This design comes from an exercise in tuning for small area, a short achievable clock period and few clock cycles on the open sky130 flow, not from production work.
In this exercise RTL edits were held to simulation tests only and were not proved equivalent to the original.
Power and IR drop assume default switching activity.

## the reference run
// Top_convolution
module Top_convolution(
	input clk,
	input rst,
	input start,
	input en,
	input [12:0] addr,
	output [20:0] out,
	output [20:0] max_pl,
	output reg done,
	output pat_en,
	output [9:0] pat_addr,
	input [7:0] pat_dout,
	output img_en,
	output [17:0] img_addr,
	input [7:0] img_dout,
	output reg pc_en,
	output reg pc_we,
	output [9:0] pc_addr,
	output [10:0] pc_din,
	input [10:0] pc_dout,
	output reg ic_en,
	output reg ic_we,
	output [17:0] ic_addr,
	output [10:0] ic_din,
	input [10:0] ic_dout,
	output pl_en,
	output pl_we,
	output [12:0] pl_addr,
	output [20:0] pl_din,
	input [20:0] pl_dout
    );
Size in the first run: about 3400 cells after synthesis, roughly 690 flip-flops, roughly 0.039 sq mm of cells after synthesis.
Settings: LEC_CHECK=0, CAP_MARGIN=20, CORE_MARGIN=2, CORE_UTILIZATION=60, CTS_BUF_LIST=sky130_fd_sc_hd__clkbuf_8, CTS_CLUSTER_SIZE=30, SLEW_MARGIN=20, SYNTH_HIERARCHICAL=1, SYNTH_MINIMUM_KEEP_SIZE=0; clock period 11.0 ns.
standard.sh (not shown) runs the stock make flow with config.mk's settings and CLKGATE_MAP_FILE= SYNTH_SCRIPT=/design/flow/synth_recipe.tcl, a recipe that flattens the netlist after the stock synthesis.
==> flow/flow/run.sh <==
#!/bin/bash
# The standard layout (standard.sh), with the port buffers made from
# buf_2 cells, and clock tree synthesis without dummy loads.
export BUFFER_PORTS_ARGS="-buffer_cell sky130_fd_sc_hd__buf_2"
export CTS_ARGS="-sink_clustering_enable -repair_clock_nets -dont_use_dummy_load -sink_clustering_size 30 -buf_list sky130_fd_sc_hd__clkbuf_8"
bash standard.sh > standard.log 2>&1
Testbench counts of the reference run, summed over its fixed seeds: cycles 261,792.
The inputs of the trial run differ from those of the reference run as listed below.
diff --git a/flow/design.v b/flow/design.v
--- a/flow/design.v
+++ b/flow/design.v
@@ -378,24 +378,22 @@
 	reg fph;               
 	reg [3:0] fm;          
 	reg [5:0] fc;          
 	reg [2:0] fk;          
 	reg [10:0] ra;         
 	assign pat_addr = ra[9:0];
 	assign img_addr = {7'b0, ra};
 	assign pat_en = fact & ~fph;
 	assign img_en = fact & fph;
 	wire f_lastc = fph ? (fc == 6'd36) : (fc == 6'd7);
 	wire f_lastm = fph ? (fm == 4'd10) : (fm == 4'd1);
-	wire [10:0] ra_inc = (fk != 3'd5) ? (fph ? 11'd40 : 11'd8) :
-	                     !f_lastc ? (fph ? 11'd1849 : 11'd2009) : (fph ? 11'd1972 : 11'd2033);
 	wire f_plw = fph && (fc >= 6'd2) && (fk != 3'd0) && (fk != 3'd5) && (fm != 4'd0 || fk != 3'd1);
 	wire ci_free;          
 	reg pend;              
 	wire f_over = fph && (fm >= 4'd3);           
 	wire f_go = fact && (!f_over || (state == S_CORR && (!f_plw || (ci_free && !pend))));
 	reg t1_v, t1_ph, t1_out, t1_xr;
 	reg [2:0] t1_k;
 	reg [3:0] t1_m;
 	reg [5:0] t1_col;
 	reg t2_out, t2_ph, t2_pw, t2_pwx, t2_icw;
 	reg [5:0] t2_col, t2_row;
@@ -413,29 +411,29 @@
 		.right(T[7:0]),
 		.down(T[47:40]),
 		.out(fval)
 	);
 	reg [8:0] fprev;       
 	reg [2:0] ci;          
 	reg [2:0] cj;          
 	reg [4:0] cx;          
 	reg [5:0] cy;          
 	reg gpass, flush;
 	reg [1:0] pkind;       
-	wire c_newstrip = (cj == 3'd0 && cx == 5'd0 && !flush);
-	wire [2:0] c_coff = (ci != 3'd1) ? cj : (cj != 3'd0) ? cj - 3'd1 : 3'd4;
-	wire [5:0] c_col = (ci == 3'd1 && cj == 3'd0 && cx == 5'd0) ? 6'd34 : {1'b0, cx} + {3'b0, c_coff};
+	wire [5:0] ccur = {1'b0, cx} + {3'b0, cj};
+	wire [5:0] cprev = (cj != 3'd0) ? ccur - 6'd1 : (cx != 5'd0) ? {1'b0, cx} + 6'd4 : 6'd34;
+	wire [5:0] yprev = (cj == 3'd0 && cx == 5'd0 && !flush) ? cy - 6'd5 : cy;
 	wire corr_issue = (state == S_CORR);
 	wire c_rd = corr_issue && (gpass || ci[0] == 1'b0 || ci == 3'd1 || ci == 3'd7);
-	wire [3:0] c_roff = (ci == 3'd7) ? 4'd9 : (ci == 3'd1) ? (c_newstrip ? 4'd6 : 4'd11) : {1'b0, ci} + 4'd1;
-	wire [5:0] c_row = cy + {2'b0, c_roff};
+	wire [5:0] c_row = (ci == 3'd7) ? cy + 6'd8 : (ci == 3'd1) ? yprev + 6'd10 : cy + {3'b0, ci};
+	wire [5:0] c_col = (ci == 3'd1) ? cprev : ccur;
 	assign ci_free = !gpass && (ci == 3'd1 || ci == 3'd3);
 	reg [2:0] c1_i, c2_i;
 	reg c1_g, c2_g;
 	reg [4:1] c3_sel;                   
 	reg [4:0] c1_l, c2_l, c3_l, c3_r;   
 	reg [1:0] c1_k, c2_k, c3_k;
 	reg [5:0] blk;
 	wire pl_wr_now = pend && !t2_pw && !c_rd;
 	reg [2:0] dcnt;
 	always @(posedge clk) begin
 		if (rst) begin
@@ -443,30 +441,32 @@
 			done <= 0;
 			fact <= 0;
 			fph <= 0; fm <= 0; fc <= 0; fk <= 0; ra <= 0;
 			ci <= 0; cj <= 0; cx <= 0; cy <= 0; gpass <= 0; flush <= 0; pkind <= 0;
 			dcnt <= 0;
 		end else begin
 			if (state == S_IDLE && start) begin
 				fact <= 1;
 				fph <= 0; fm <= 0; fc <= 0; fk <= 0; ra <= 0;
 			end else if (f_go) begin
 				fk <= (fk == 3'd5) ? 3'd0 : fk + 3'd1;
-				if (fk != 3'd5 || !f_lastc || !f_lastm)
-					ra <= ra + ra_inc;
-				if (fk == 3'd5 && !f_lastc)
+				if (fk != 3'd5)
+					ra <= ra + (fph ? 11'd40 : 11'd8);
+				else if (!f_lastc) begin
 					fc <= fc + 6'd1;
-				else if (fk == 3'd5) begin
+					ra <= ra - (fph ? 11'd199 : 11'd39);
+				end else begin
 					fc <= 0;
 					if (!f_lastm) begin
 						fm <= fm + 4'd1;
+						ra <= ra - (fph ? 11'd76 : 11'd15);
 					end else begin
 						fm <= 0;
 						ra <= 0;
 						if (!fph)
 							fph <= 1;
 						else begin
 							fact <= 0;
 						end
 					end
 				end
 			end
@@ -570,25 +570,25 @@
 			fprev <= fval;
 		fdat <= {fval, t2_pwx ? ic_dout[8:0] : fprev};
 		if (t2_out && !t2_ph)
 			pc_a <= {t2_col[2:0], t2_row[2:0]};
 		else
 			pc_a <= gpass ? {2'b0, (cj != 3'd0 || ci != 3'd0), 3'b0} : {cj, ci};
 		if (t2_icw)
 			ic_a <= {t2_col, t2_m};
 		else
 			ic_a <= {fc - 6'd2, fm - 4'd1};
 		if (t2_pw)
-			pl_a <= {1'b1, t2_col, t2_row};
+			pl_a <= {1'b1, t2_col, t2_row - 6'd1};
 		else if (c_rd)
-			pl_a <= gpass ? {6'b100000, (cj != 3'd0 || ci != 3'd0), 6'b1} : {1'b1, c_col, c_row};
+			pl_a <= gpass ? {6'b100000, (cj != 3'd0 || ci != 3'd0), 6'b0} : {1'b1, c_col, c_row};
 		else
 			pl_a <= {7'b0, blk};
 	end
 	reg [17:0] pq;                   
 	reg [8:0] hb;                    
 	reg [8:0] curv, tailv;           
 	reg [8:0] pcr;
 	reg [8:0] pch1, pch2, pch3, pch4;
 	always @(posedge clk) begin
 		pq <= pl_dout[17:0];
 		hb <= pq[17:9];
[summary]
Compared to the reference run, the trial run has met3 layer usage reported by global route 1.5 points lower. In terms of detailed-route DRC error count, the trial run and the reference run differ only marginally. Hold slack: the trial run vs the reference run down 7.9 ps. Side by side, sequential fraction of the synthesis area turned out lower in the trial run than in the reference run. In the tables for the reference run and the trial run, routed wire length reads higher with the trial run. Per the comparison of the trial run with the reference run, cell count along the critical path roughly the same; clock buffer count in the final layout lower; power share of the clock group lower; slew at the pin closest to its max-slew limit lower. The trial run vs the reference run, met2 layer usage reported by global route went up by 2.9 points. Lower number of antenna violations at the first check in global routing goes to the reference run over the trial run. In the trial run, the layout-stage area growth over the synthesis result came out 0.29 points below the value in the reference run. Delta (the trial run minus the reference run): highest clock frequency the design can meet about even, reg2reg setup slack now larger.
Testbench counts of the trial run, summed over its fixed seeds: cycles 261,792.

* * *

south:
Top_convolution, a different RTL version from the one above (not shown whole).
Size: about 3300 cells after synthesis, ~240 I/O pins.
clock: 11.0 ns
lec_check: 0
cap_margin: 20
core_margin: 2
core_utilization: 60
cts_buf_list: sky130_fd_sc_hd__clkbuf_8
cts_cluster_size: 30
slew_margin: 20
synth_hierarchical: 1
synth_minimum_keep_size: 0
==> flow/flow/run.sh <==
#!/bin/bash
# The standard layout (standard.sh), with the port buffers made from
# buf_2 cells, and clock tree synthesis without dummy loads.
export BUFFER_PORTS_ARGS="-buffer_cell sky130_fd_sc_hd__buf_2"
export CTS_ARGS="-sink_clustering_enable -repair_clock_nets -dont_use_dummy_load -sink_clustering_size 24 -sink_clustering_max_diameter 110 -buf_list sky130_fd_sc_hd__clkbuf_16"
bash standard.sh > standard.log 2>&1
Testbench counts of south, summed over its fixed seeds: cycles 257,472.
#### Input delta (east over south)
--- a/flow/design.v
+++ b/flow/design.v
@@ -359,26 +359,26 @@
 	localparam [2:0] S_IDLE = 0, S_PRE = 1, S_WAIT = 2, S_CORR = 3, S_FIN = 4, S_DONE = 5;
 	reg [2:0] state;
 	reg [5:0] pc_a;
 	reg [9:0] ic_a;
 	reg pl_en_r, pl_we_r, pl_res;
 	reg [12:0] pl_a;
 	reg [17:0] fdat;                 
 	reg signed [20:0] cur_max, abs_max;
 	assign pc_addr = {4'b0, pc_a};
 	assign ic_addr = {8'b0, ic_a};
 	assign pc_din = {fdat[17], fdat[17], fdat[17:9]};
 	assign ic_din = {fdat[17], fdat[17], fdat[17:9]};
-	assign pl_en = (done & en) | pl_en_r;
-	assign pl_addr = ({13{done}} & addr) | pl_a;
+	assign pl_en = done ? en : pl_en_r;
+	assign pl_addr = done ? addr : pl_a;
 	assign pl_we = pl_we_r;
 	assign pl_din = {cur_max[20:18], pl_res ? cur_max[17:0] : fdat};
 	assign out = pl_dout;
 	assign max_pl = abs_max;
 	reg fact;              
 	reg fph;               
 	reg [3:0] fm;          
 	reg [5:0] fc;          
 	reg [2:0] fk;          
 	reg [10:0] ra;         
 	assign pat_addr = ra[9:0];
 	assign img_addr = {7'b0, ra};
@@ -573,25 +573,25 @@
 			pc_a <= {t2_col[2:0], t2_row[2:0]};
 		else
 			pc_a <= gpass ? {2'b0, (cj != 3'd0 || ci != 3'd0), 3'b0} : {cj, ci};
 		if (t2_icw)
 			ic_a <= {t2_col, t2_m};
 		else
 			ic_a <= {fc - 6'd2, fm - 4'd1};
 		if (t2_pw)
 			pl_a <= {1'b1, t2_col, t2_row};
 		else if (c_rd)
 			pl_a <= gpass ? {6'b100000, (cj != 3'd0 || ci != 3'd0), 6'b1} : {1'b1, c_col, c_row};
 		else
-			pl_a <= (state == S_DONE) ? 13'd0 : {7'b0, blk};
+			pl_a <= {7'b0, blk};
 	end
 	reg [17:0] pq;                   
 	reg [8:0] hb;                    
 	reg [8:0] curv, tailv;           
 	reg [8:0] pcr;
 	reg [8:0] pch1, pch2, pch3, pch4;
 	always @(posedge clk) begin
 		pq <= pl_dout[17:0];
 		hb <= pq[17:9];
 		curv <= (c2_i[0] && !c2_g) ? pq[17:9] : pl_dout[8:0];
 		tailv <= c2_i[0] ? hb : pq[8:0];
 		pcr <= pc_dout[8:0];
==> comparison <==
| synthesis-to-layout area growth | east vs south | ≈ equal |. Total routing usage reported by global routing, south and east: lower on east. | clock network power consumption | south vs east | ≈ equal |. Max sequential group share of total power across south and east: east. | worst-case register-to-register setup slack | higher: east |. Start point of the critical path = en: south; start point of the critical path = addr[3]: east.
Testbench counts of east, summed over its fixed seeds: cycles 257,472.

## re-timing with driven ports
The results above use ideal ports. As a check the final layouts listed here were re-extracted and re-timed, cells and wires unchanged.
Step 1: set_driving_cell puts a clkbuf_16 on clk and a buf_2 on each other input, an assumption about the parent block.
Step 2, shift: input delay + t, output delay - t, t = (earliest + latest rising clock arrival at the registers) / 2. This alone moves slack from input paths to output paths.
a / b / c = ideal ports / drivers / drivers and shift; a / b = the first two.
| run | t (ns) | slack for setup (ns) | hold slack, ns | worst setup path after step 2 | worst data-port slew with drivers (ns) |
|---|---|---|---|---|---|
| the reference run | 0.751 | 6.102 / 6.080 / 6.080 | 0.324 / 0.324 / 0.324 | input to output | 0.06 |
| the trial run | 0.749 | 6.116 / 6.091 / 6.091 | 0.316 / 0.316 / 0.316 | input to output | 0.06 |
| south | 0.617 | 6.199 / 6.173 / 6.173 | 0.328 / 0.328 / 0.328 | input to output | 0.06 |
| east | 0.639 | 6.099 / 6.077 / 6.077 | 0.334 / 0.334 / 0.334 | input to output | 0.06 |
After both steps setup and hold are still met in every run listed. For south, which loses most, drivers alone change the setup slack by -0.026 ns; drivers and shift together by -0.026 ns.
